Background: an optimization exercise with open tools, aiming at small area and a short achievable clock period. Do not read the settings as production practice.
In this exercise RTL edits were held to simulation tests only and were not proved equivalent to the original.
Power and IR drop assume default switching activity.

### flow/design.v
module sign_extend(
	input logic [15:0] Imm,
	output logic [31:0] SignImm
	);
	assign SignImm = {{16{Imm[15]}},Imm};
endmodule
module MUX_RegDst(
	input logic RegDst,
	input logic [4:0] WriteReg,
	input logic [4:0] rt,
	output logic [4:0] RegDst_out
	);
	assign RegDst_out = RegDst ? WriteReg : rt;
endmodule
module MUX_ALUSrc(
	input logic ALUSrc,
	input logic [31:0] SignImm,
	input logic [31:0] RD2,
	output logic [31:0] ALUSrc_out
	);
	assign ALUSrc_out = ALUSrc ? SignImm : RD2;
endmodule
module MUX_MemtoReg(
	input logic MemtoReg,
	input logic [31:0] ALUResult,
	input logic [31:0] RD,  
	output logic [31:0] MemtoReg_out
	);
	assign MemtoReg_out = MemtoReg ? RD : ALUResult;
endmodule
module ALU(
	input logic [31:0] SrcA,
	input logic [31:0] SrcB,
	input logic [2:0] ALUControl,
	output logic [31:0] ALUResult
	);
	logic [31:0] b, p, g, c;
	logic [31:0] G [0:5];
	logic [31:0] P [0:5];
	assign b = ALUControl[2] ? ~SrcB : SrcB;
	assign p = SrcA ^ b;
	assign g = (SrcA & b) | {31'd0, p[0] & ALUControl[2]};
	always_comb begin
		G[0] = g;
		P[0] = p;
		for (int l = 0; l < 5; l++) begin
			for (int i = 0; i < 32; i++) begin
				if (i >= (1 << l)) begin
					G[l+1][i] = G[l][i] | (P[l][i] & G[l][i - (1 << l)]);
					P[l+1][i] = P[l][i] & P[l][i - (1 << l)];
				end else begin
					G[l+1][i] = G[l][i];
					P[l+1][i] = P[l][i];
				end
			end
		end
		c = {G[5][30:0], ALUControl[2]};
	end
	assign ALUResult = p ^ c;
endmodule
module register_file(
	input  logic        clk,
	input  logic        rst,
	input  logic        WE3,             
	input  logic [4:0]  A3,              
	input  logic [31:0] WD3,             
	input  logic [31:0] S1, S2, S4,      
	input  logic [4:0]  A1, A2, A4,      
	output logic [31:0] RD1, RD2, RD4,   
	output logic        V1, V2, V4       
	);
	logic [1023:0] rf;
	logic [31:0] valid;
	logic [31:0] wen;    
	always_comb begin
		wen = '0;
		wen[A3] = WE3;
	end
	for (genvar i = 0; i < 32; i++) begin : word
		always @(posedge clk or negedge rst)
			if (!rst)
				valid[i] <= 1'b0;
			else if (wen[i])
				valid[i] <= 1'b1;
		always @(posedge clk)
			if (wen[i])
				rf[i*32 +: 32] <= WD3;
	end
	read_port rp1(.sel(S1), .A(A1), .valid(valid), .mem(rf), .RD(RD1), .V(V1));
	read_port rp2(.sel(S2), .A(A2), .valid(valid), .mem(rf), .RD(RD2), .V(V2));
	read_port rp4(.sel(S4), .A(A4), .valid(valid), .mem(rf), .RD(RD4), .V(V4));
endmodule
module read_port(
	input  logic [31:0]   sel,
	input  logic [4:0]    A,
	input  logic [31:0]   valid,
	input  logic [1023:0] mem,
	output logic [31:0]   RD,
	output logic          V
	);
	logic [31:0] g;
	always_comb begin
		g = sel & valid;
		V = valid[A];    
		RD = '0;
		for (int i = 0; i < 32; i++)
			RD = RD | ({32{g[i]}} & mem[i*32 +: 32]);
	end
endmodule
module data_memory(
	input  logic        clk,
	input  logic        rst,
	input  logic        WE,              
	input  logic [4:0]  WA,              
	input  logic [31:0] WD,              
	input  logic [3:0]  LO,              
	input  logic [7:0]  HOT,             
	output logic [31:0] RD,              
	output logic        V,               
	output logic        HIT              
	);
	logic [1023:0] mem;
	logic [31:0] valid;
	logic [31:0] wen;    
	always_comb begin
		wen = '0;
		wen[WA] = WE;
	end
	for (genvar i = 0; i < 32; i++) begin : word
		always @(posedge clk or negedge rst)
			if (!rst)
				valid[i] <= 1'b0;
			else if (wen[i])
				valid[i] <= 1'b1;
		always @(posedge clk)
			if (wen[i])
				mem[i*32 +: 32] <= WD;
	end
	logic [31:0] grp [0:7];
	logic [7:0]  vgrp, wgrp, g;
	always_comb begin
		for (int k = 0; k < 8; k++) begin
			grp[k] = '0;
			vgrp[k] = 1'b0;
			wgrp[k] = 1'b0;
			for (int j = 0; j < 4; j++) begin
				grp[k]  = grp[k] | ({32{LO[j]}} & mem[(4*k+j)*32 +: 32]);
				vgrp[k] = vgrp[k] | (LO[j] & valid[4*k+j]);
				wgrp[k] = wgrp[k] | (LO[j] & wen[4*k+j]);
			end
		end
		g = HOT & vgrp;
		V = |g;
		HIT = |(HOT & wgrp);
		RD = '0;
		for (int k = 0; k < 8; k++)
			RD = RD | ({32{g[k]}} & grp[k]);
	end
endmodule
module PC(
	input logic clk,
	input logic rst,
	input logic [31:0] instruction,  
	input logic RegWrite, MemWrite,  
	output logic [31:0] probe_register_file,
	output logic [31:0] probe_data_memory
	);
	logic [4:0] nA1, nA2, nA3;
	logic [31:0] nImm;
	assign nA1 = instruction[25:21];
	assign nA2 = instruction[20:16];
	MUX_RegDst regmux(.RegDst(instruction[31]), .WriteReg(instruction[15:11]), .rt(nA2), .RegDst_out(nA3));
	sign_extend sign_ext(.Imm(instruction[15:0]), .SignImm(nImm));
	logic [31:0] X, Y, ALUr, OP2, prf, pdm;
	logic [4:0]  A3r;
	logic        MemtoRegr;
	logic [31:0] WD;
	MUX_MemtoReg memmux(.MemtoReg(MemtoRegr), .ALUResult(ALUr), .RD(pdm), .MemtoReg_out(WD));
	logic [31:0] nB, nALU;
	MUX_ALUSrc alumux(.ALUSrc(instruction[30]), .SignImm(nImm), .RD2(Y), .ALUSrc_out(nB));
	ALU arithlu(.SrcA(X), .SrcB(nB), .ALUControl(instruction[29:27]), .ALUResult(nALU));
	function automatic logic [31:0] dec32(input logic [4:0] a);
		dec32 = '0;
		dec32[a] = 1'b1;
	endfunction
	logic [31:0] s1, s2, s3;
	assign s1 = dec32(nA1);
	assign s2 = dec32(nA2);
	assign s3 = dec32(instruction[15:11]);    
	function automatic logic [11:0] adec(input logic [4:0] x, input logic [4:0] b, input logic cin);
		logic [3:0] lh;
		logic       cy;
		logic [7:0] h0;
		lh = '0;
		cy = 1'b0;
		for (int u = 0; u < 32; u++)
			if ({x[1:0], b[1:0], cin} == u[4:0]) begin
				lh[(u[4:3] + u[2:1] + u[0]) % 4] = 1'b1;
				cy = (u[4:3] + u[2:1] + u[0]) >= 4;
			end
		h0 = '0;
		for (int u = 0; u < 64; u++)
			if ({x[4:2], b[4:2]} == u[5:0])
				h0[(u[5:3] + u[2:0]) % 8] = 1'b1;
		adec = {cy ? {h0[6:0], h0[7]} : h0, lh};
	endfunction
	logic [11:0] dRp, dRm, dIp, dIm, dsel;
	assign dRp = adec(X[4:0], Y[4:0], 1'b0);
	assign dRm = adec(X[4:0], ~Y[4:0], 1'b1);
	assign dIp = adec(X[4:0], instruction[4:0], 1'b0);
	assign dIm = adec(X[4:0], ~instruction[4:0], 1'b1);
	always_comb
		case (instruction[30:29])
			2'b00: dsel = dRp;
			2'b01: dsel = dRm;
			2'b10: dsel = dIp;
			default: dsel = dIm;
		endcase
	logic [3:0] lohot;
	logic [7:0] hot;
	assign lohot = dsel[3:0];
	assign hot = dsel[11:4];
	function automatic logic sum_is(input logic [4:0] x, input logic [4:0] b, input logic cin, input logic [4:0] w);
		logic [4:0] t;
		t = x ^ b ^ w;
		sum_is = (t[0] == cin);
		for (int i = 0; i < 4; i++)
			sum_is = sum_is & (t[i+1] == ((x[i] & b[i]) | (x[i] & t[i]) | (b[i] & t[i])));
	endfunction
	logic hRp, hRm, hIp, hIm, hitw;
	assign hRp = sum_is(X[4:0], Y[4:0], 1'b0, ALUr[4:0]);
	assign hRm = sum_is(X[4:0], ~Y[4:0], 1'b1, ALUr[4:0]);
	assign hIp = sum_is(X[4:0], instruction[4:0], 1'b0, ALUr[4:0]);
	assign hIm = sum_is(X[4:0], ~instruction[4:0], 1'b1, ALUr[4:0]);
	always_comb
		case (instruction[30:29])
			2'b00: hitw = MemWrite & hRp;
			2'b01: hitw = MemWrite & hRm;
			2'b10: hitw = MemWrite & hIp;
			default: hitw = MemWrite & hIm;
		endcase
	logic [4:0] nAddr;   
	always_comb begin
		nAddr = '0;
		for (int k = 0; k < 8; k++)
			if (hot[k]) nAddr[4:2] = nAddr[4:2] | k[2:0];
		for (int j = 0; j < 4; j++)
			if (lohot[j]) nAddr[1:0] = nAddr[1:0] | j[1:0];
	end
	logic [31:0] rd1, rd2, rd3, rdm;
	logic        v1, v2, v3, vm, hitm;
	register_file rf(.clk(clk), .rst(rst), .WE3(RegWrite), .A3(A3r), .WD3(WD),
		.S1(s1), .S2(s2), .S4(s3), .A1(nA1), .A2(nA2), .A4(instruction[15:11]), .RD1(rd1), .RD2(rd2), .RD4(rd3), .V1(v1), .V2(v2), .V4(v3));
	data_memory dm(.clk(clk), .rst(rst), .WE(MemWrite), .WA(ALUr[4:0]), .WD(OP2),
		.LO(lohot), .HOT(hot), .RD(rdm), .V(vm), .HIT(hitm));
	function automatic logic [31:0] word(input logic [31:0] d, input logic v, input logic [4:0] a);
		word = {d[31:5], d[4:0] | (a & {5{~v}})};
	endfunction
	logic [31:0] nY;
	assign nY = (RegWrite && A3r == nA2) ? WD : word(rd2, v2, nA2);
	always @(posedge clk) begin
		X         <= (RegWrite && A3r == nA1) ? WD : word(rd1, v1, nA1);
		Y         <= nY;
		prf       <= instruction[31] ? ((RegWrite && A3r == instruction[15:11]) ? WD : word(rd3, v3, instruction[15:11])) : nY;
		pdm       <= hitw ? OP2 : word(rdm, vm, nAddr);
		ALUr      <= nALU;
		OP2       <= Y;
		A3r       <= nA3;
		MemtoRegr <= instruction[26];
	end
	assign probe_register_file = prf;
	assign probe_data_memory = pdm;
endmodule
### flow/run.sh
#!/bin/bash
# synth_recipe.tcl (not shown) runs the flow's synth.tcl, then flattens the netlist and writes it again
# the make line also repeats each setting of config.mk as NAME=value (left out here)
make -C /OpenROAD-flow-scripts/flow DESIGN_CONFIG=/design/flow/config.mk WORK_HOME=/design/flow/orfs CLKGATE_MAP_FILE= SYNTH_SCRIPT=/design/flow/synth_recipe.tcl finish
### flow/config.mk
export PLATFORM = sky130hd
export DESIGN_NAME = PC
export DESIGN_NICKNAME = PC
export VERILOG_FILES = /design/flow/design.v
export SDC_FILE = /design/flow/constraint.sdc
export NUM_CORES = 4
export LEC_CHECK = 0
export CAP_MARGIN = 20
export CELL_PAD_IN_SITES_DETAIL_PLACEMENT = 1
export CELL_PAD_IN_SITES_GLOBAL_PLACEMENT = 2
export CORE_MARGIN = 2
export CORE_UTILIZATION = 30
export CTS_CLUSTER_DIAMETER = 60
export CTS_CLUSTER_SIZE = 20
export PLACE_DENSITY = 0.4
export SETUP_SLACK_MARGIN = 3.8
export SLEW_MARGIN = 20
### flow/constraint.sdc
create_clock -name core_clock -period 7.0 [get_ports {clk}]
set_input_delay 1.4000 -clock core_clock [delete_from_list [all_inputs] [get_ports {clk}]]
set_output_delay 1.4000 -clock core_clock [all_outputs]
set_load 0.01 [all_outputs]
==> impl_metrics.tcl <==
set metrics [dict create \
    comb_power_share_pct 30.4 \
    synth.ff_latch_count 2310 \
    cts_sinks 2310 \
    reg2reg_depth 12 \
    synth.distinct_cells 91 \
    i_o_pin_count 100 \
    critical_path_class "primary input to register" \
    synth_seq_area_share_pct 66.6 \
    postSynthCellCount 7293 \
    first_global_vias 85898 \
    max_clock_freq_mhz 267 \
    total_negative_slack_for_setup_checks_ps 0 \
    clk_transition_reported_paths_ps 70 \
    ctsHoldBuffers 0 \
    worst_skew_pair.late_latency_ps 1010 \
    tightest_slew_ps 1140 \
    root_buffer "sky130_fd_sc_hd__clkbuf_16" \
    vias 87640 \
    setup_ws_ps 3250 \
    timing.critical_path.fanout_max 11 \
    setup_repair_after_global_routing_missed_its_margin "true" \
    finalNetCount 8579 \
    routed_wire_length_per_instance_um 51.1 \
    skew_ps 99.6 \
    route.detailed.drc 0 \
    p_leak_nw 47.2 \
    reg2reg_to "ALUr[30]$_DFF_P_" \
    worst-endpoint-arrival_ps 4670 \
    max-vdd-ir-drop_mv 0.232 \
    post_synth_instance_area_sq_mm 0.101 \
    die_x_um 583 \
    worstHoldPathType "primary input to async pin" \
    initial_core_util_pct 30.2 \
    mappedNetlistNets 7387 \
    cts-root-to-sink-buffers 4 \
    final_layout_size_suffix_gt1_share_pct 34.7 \
    setup_slack_of_the_worst_register_to_register_path_ps 3440 \
    syn_avg_cell_area_sq_um 13.8 \
    dp_hpwl_um 384000 \
    synth_async_sr_flop_share_pct 2.77 \
    floorplan.rows 212 \
    grt_pass1_wl_um 859000 \
    total_switching_power_w 0.0179 \
    drv.max_cap_violation_count 0 \
    die-height_um 583 \
    drv_slew 0 \
    port-buffer-count 97 \
    stdcell_area_sq_mm 0.138 \
    sw_share_pct 36.9 \
    ys.flop_type "sky130_fd_sc_hd__edfxtp_1" \
    status "finished clean" \
    p_int_w 0.0306 \
    placement.cell_area_sq_mm 0.112 \
    viasPerCell 6.68 \
    cts-buffers-inserted 238 \
    route.antenna.remaining_nets 0 \
    cts_tree "done" \
    setup_viol 0 \
    p_seq_share_pct 40.5 \
    r2r_start "Y[13]$_DFF_P_" \
    grt_start_max_net_pins 137 \
    post-route-period-util_pct 53.6 \
    overflow 0 \
    pwr-share-clk_pct 29.1 \
    area_growth_syn_to_layout_pct 37.6 \
    ctsHtreeMaxLevel 4 \
    finalWeightedCongestion 0.940 \
    detail_route.first_pass.iterations 12 \
    gr-usage-all-layers_pct 38.0 \
    total_power_w 0.0485 \
    power_per_cell_area_mw_per_mm2 350 \
    grt_antenna_before_repair 62 \
    fillerInstances 33192 \
    timing.final.hold_violations 0 \
    die_area_sq_mm 0.340 \
    pre_cts_ws_ps 675 \
    synth-edff-count 2048 \
    crit_path_start_kind "primary input" \
    timing.final.crit_period_ps 3750 \
    core_outline_area_sq_mm 0.334 \
    detail_route.wirelength_um 670000 \
    timing.critical_path.required_ps 7910 \
    worst_slew_margin_rel_pct 21.9 \
    worst_setup_path_end_kind "register" \
    detail_route.iter0.violations 14241 \
    ys.warnings.count 8 \
]
-- power by group through the flow --
stage	Clock, W	Combinational [W]	Sequential, W
6_report	0.0141	0.0147	0.0196
5_1_grt	0.0147	0.0154	0.0198
4_1_cts	0.0143	0.0140	0.0196
3_5_place_dp	0	0.0114	0.0199
3_3_place_gp	0	0.0114	0.0198
2_1_floorplan	0	0.00629	0.0188
-- cells by family (layout without fill, tap and decap cells) --
| logic type | after synthesis | in the layout | share of synthesized area (%) |
|---|---|---|---|
| simple gates | 1445 | 1449 | 7.14 |
| xor+xnor | 121 | 121 | 1.11 |
| mux | 117 | 117 | 1.58 |
| flops | 2310 | 2310 | 66.6 |
| other cells | 0 | 34 | 0 |
| compound gates | 2587 | 2587 | 20.1 |
| fa+ha+maj | 58 | 58 | 0.848 |
| buf+inv | 655 | 2049 | 2.53 |
-- cell usage in the layout, fill, tap and decap left out, types with 75 or more instances in the layout --
cell type	n
sky130_fd_sc_hd__edfxtp_1	2048
sky130_fd_sc_hd__a22oi_1	1067
sky130_fd_sc_hd__buf_4	719
sky130_fd_sc_hd__nand2_1	471
sky130_fd_sc_hd__buf_12	338
sky130_fd_sc_hd__clkbuf_16	249
sky130_fd_sc_hd__a22o_1	232
sky130_fd_sc_hd__buf_6	219
sky130_fd_sc_hd__nand4_1	215
sky130_fd_sc_hd__a222oi_1	194
sky130_fd_sc_hd__a221oi_2	154
sky130_fd_sc_hd__nand3_1	145
sky130_fd_sc_hd__a221oi_1	136
sky130_fd_sc_hd__a21oi_1	135
sky130_fd_sc_hd__dfxtp_1	124
sky130_fd_sc_hd__nor2_1	115
sky130_fd_sc_hd__a22oi_2	108
sky130_fd_sc_hd__buf_8	76
sky130_fd_sc_hd__buf_16	75
-- metal layers --
| layer | share of wire (%) | track usage (%) |
|---|---|---|
| met1 | 36 | 45.2 |
| met2 | 46 | 60.2 |
| met3 | 9.7 | 10.0 |
| met4 | 8.5 | 26.1 |
| met5 | 0.018 | 0 |
-- cells in the mapped netlist, types with 14 or more instances --
| library cell | count | share of area, % |
|---|---|---|
| sky130_fd_sc_hd__xor2_1 | 39 | 0.34 |
| sky130_fd_sc_hd__a21oi_1 | 258 | 1.3 |
| sky130_fd_sc_hd__o22a_1 | 21 | 0.18 |
| sky130_fd_sc_hd__xnor2_1 | 76 | 0.66 |
| sky130_fd_sc_hd__nor4_1 | 41 | 0.25 |
| sky130_fd_sc_hd__ha_1 | 41 | 0.51 |
| sky130_fd_sc_hd__nand3_1 | 175 | 0.87 |
| sky130_fd_sc_hd__a21o_1 | 28 | 0.21 |
| sky130_fd_sc_hd__nand2_1 | 490 | 1.8 |
| sky130_fd_sc_hd__fa_1 | 17 | 0.34 |
| sky130_fd_sc_hd__nor2_1 | 184 | 0.69 |
| sky130_fd_sc_hd__a221oi_1 | 302 | 2.6 |
| sky130_fd_sc_hd__a2111oi_0 | 14 | 0.12 |
| sky130_fd_sc_hd__and3_1 | 56 | 0.35 |
| sky130_fd_sc_hd__mux2_2 | 37 | 0.41 |
| sky130_fd_sc_hd__clkbuf_1 | 467 | 1.7 |
| sky130_fd_sc_hd__o211ai_1 | 16 | 0.12 |
| sky130_fd_sc_hd__nor3_1 | 75 | 0.37 |
| sky130_fd_sc_hd__dfrtp_1 | 64 | 1.6 |
| sky130_fd_sc_hd__nor2b_1 | 31 | 0.19 |
| sky130_fd_sc_hd__o2111a_1 | 35 | 0.39 |
| sky130_fd_sc_hd__dfxtp_1 | 198 | 3.9 |
| sky130_fd_sc_hd__edfxtp_1 | 2048 | 61 |
| sky130_fd_sc_hd__a22o_1 | 234 | 2.0 |
| sky130_fd_sc_hd__mux4_2 | 30 | 0.67 |
| sky130_fd_sc_hd__a211oi_1 | 29 | 0.22 |
| sky130_fd_sc_hd__or2_2 | 68 | 0.42 |
| sky130_fd_sc_hd__a31oi_1 | 38 | 0.24 |
| sky130_fd_sc_hd__buf_2 | 43 | 0.21 |
| sky130_fd_sc_hd__mux2i_1 | 50 | 0.50 |
| sky130_fd_sc_hd__nand4_1 | 215 | 1.3 |
| sky130_fd_sc_hd__and4_1 | 18 | 0.16 |
| sky130_fd_sc_hd__inv_1 | 77 | 0.29 |
| sky130_fd_sc_hd__a22oi_1 | 1175 | 8.8 |
| sky130_fd_sc_hd__a221o_1 | 59 | 0.59 |
| sky130_fd_sc_hd__or3_1 | 17 | 0.11 |
| sky130_fd_sc_hd__o21ai_0 | 45 | 0.22 |
| sky130_fd_sc_hd__nand2b_1 | 14 | 0.087 |
| sky130_fd_sc_hd__a222oi_1 | 194 | 1.9 |
| sky130_fd_sc_hd__buf_1 | 60 | 0.22 |
-- repair_timing --
action | in CTS | in global routing
pin swaps | 478 | 359
buffers inserted | 736 | 157
setup endpoints to repair | 1827 | 673
gates resized for setup | 1399 | 418
gates cloned | 42 | 9
-- final cells by class --
cell class                      count  area, sq um  share of cell area, %
Sequential cell                  2310        67300                   48.6
Multi-Input combinational cell   4332        37700                   27.2
Timing Repair Buffer             1525        19100                   13.8
Clock buffer                      254         6110                   4.41
Tap cell                         4387         5490                   3.97
Clock inverter                    192         2390                   1.73
Inverter                           78          343                  0.248
Antenna cell                       34         85.1                 0.0615
-- registers in the layout, indices dropped and copies added, names as in the netlist --
register / flops
OP2: 32
X: 32
prf: 32
ALUr: 32
rf.valid: 32
rf.rf: 1024
A3r: 5
dm.valid: 32
dm.mem: 1024
MemtoRegr: 1
pdm: 32
Y: 32
-- per-stage QoR --
stage	instances	hold slack, ps	util, %
after floorplan	7293	330	-
after global placement	11668	349	33.5
after detailed placement	11687	345	33.6
after CTS	12911	316	40.3
after global routing	13084	361	41.5
final	13112	336	41.5
-- worst max-delay path, stage by stage --
cell	delay, ps
sky130_fd_sc_hd__buf_16	120
sky130_fd_sc_hd__buf_12	120
sky130_fd_sc_hd__inv_4	40
sky130_fd_sc_hd__ha_4	170
sky130_fd_sc_hd__nor3b_2	310
sky130_fd_sc_hd__nand2_2	210
sky130_fd_sc_hd__a21oi_4	650
sky130_fd_sc_hd__buf_6	400
sky130_fd_sc_hd__a221o_1	220
sky130_fd_sc_hd__a21oi_1	40
sky130_fd_sc_hd__nand4_1	140
sky130_fd_sc_hd__nor4_2	80
sky130_fd_sc_hd__a21oi_1	400
sky130_fd_sc_hd__mux2_4	240
-- worst max-delay path by stage --
stage / start / to / slack [ps] / depth (start not counted)
finish: instruction[11] / prf[19]$_DFF_P_ / 3250 / 14
global route: instruction[16] / prf[19]$_DFF_P_ / 3290 / 11
CTS: instruction[11] / prf[21]$_DFF_P_ / 3430 / 18
detailed placement: instruction[13] / prf[24]$_DFF_P_ / 670 / 12
global placement: instruction[13] / prf[24]$_DFF_P_ / 590 / 12
floorplan: instruction[30] / ALUr[30]$_DFF_P_ / 2550 / 16

## what the ideal ports hide
In the flow no input, the clock included, has a driving cell. The finished layout below was timed again as built, in two steps. Step 1 (the two cells are an assumption about what drives the block):
set clk [get_ports {clk}]
set_driving_cell -lib_cell sky130_fd_sc_hd__clkbuf_16 $clk
set_driving_cell -lib_cell sky130_fd_sc_hd__buf_2 [delete_from_list [all_inputs] $clk]
Step 2 moves the port delays by t, midway between the first and last clock arrival at a register: inputs arrive t later, outputs are due t later. That takes back most of the time a late clock gives input paths. a / b / c = no drivers / after step 1 / after step 2; a / b = the first two.
t, ns: 1.098
slack for setup (ns): 3.248 / 3.263 / 2.166
worst hold slack (ns): 0.336 / 0.235 / 0.355
worst register clock-pin slew, ns: 0.09 / 0.09
After both steps this run still meets setup and hold. For this run, drivers alone change the setup slack by +0.015 ns; drivers and shift together by -1.082 ns.
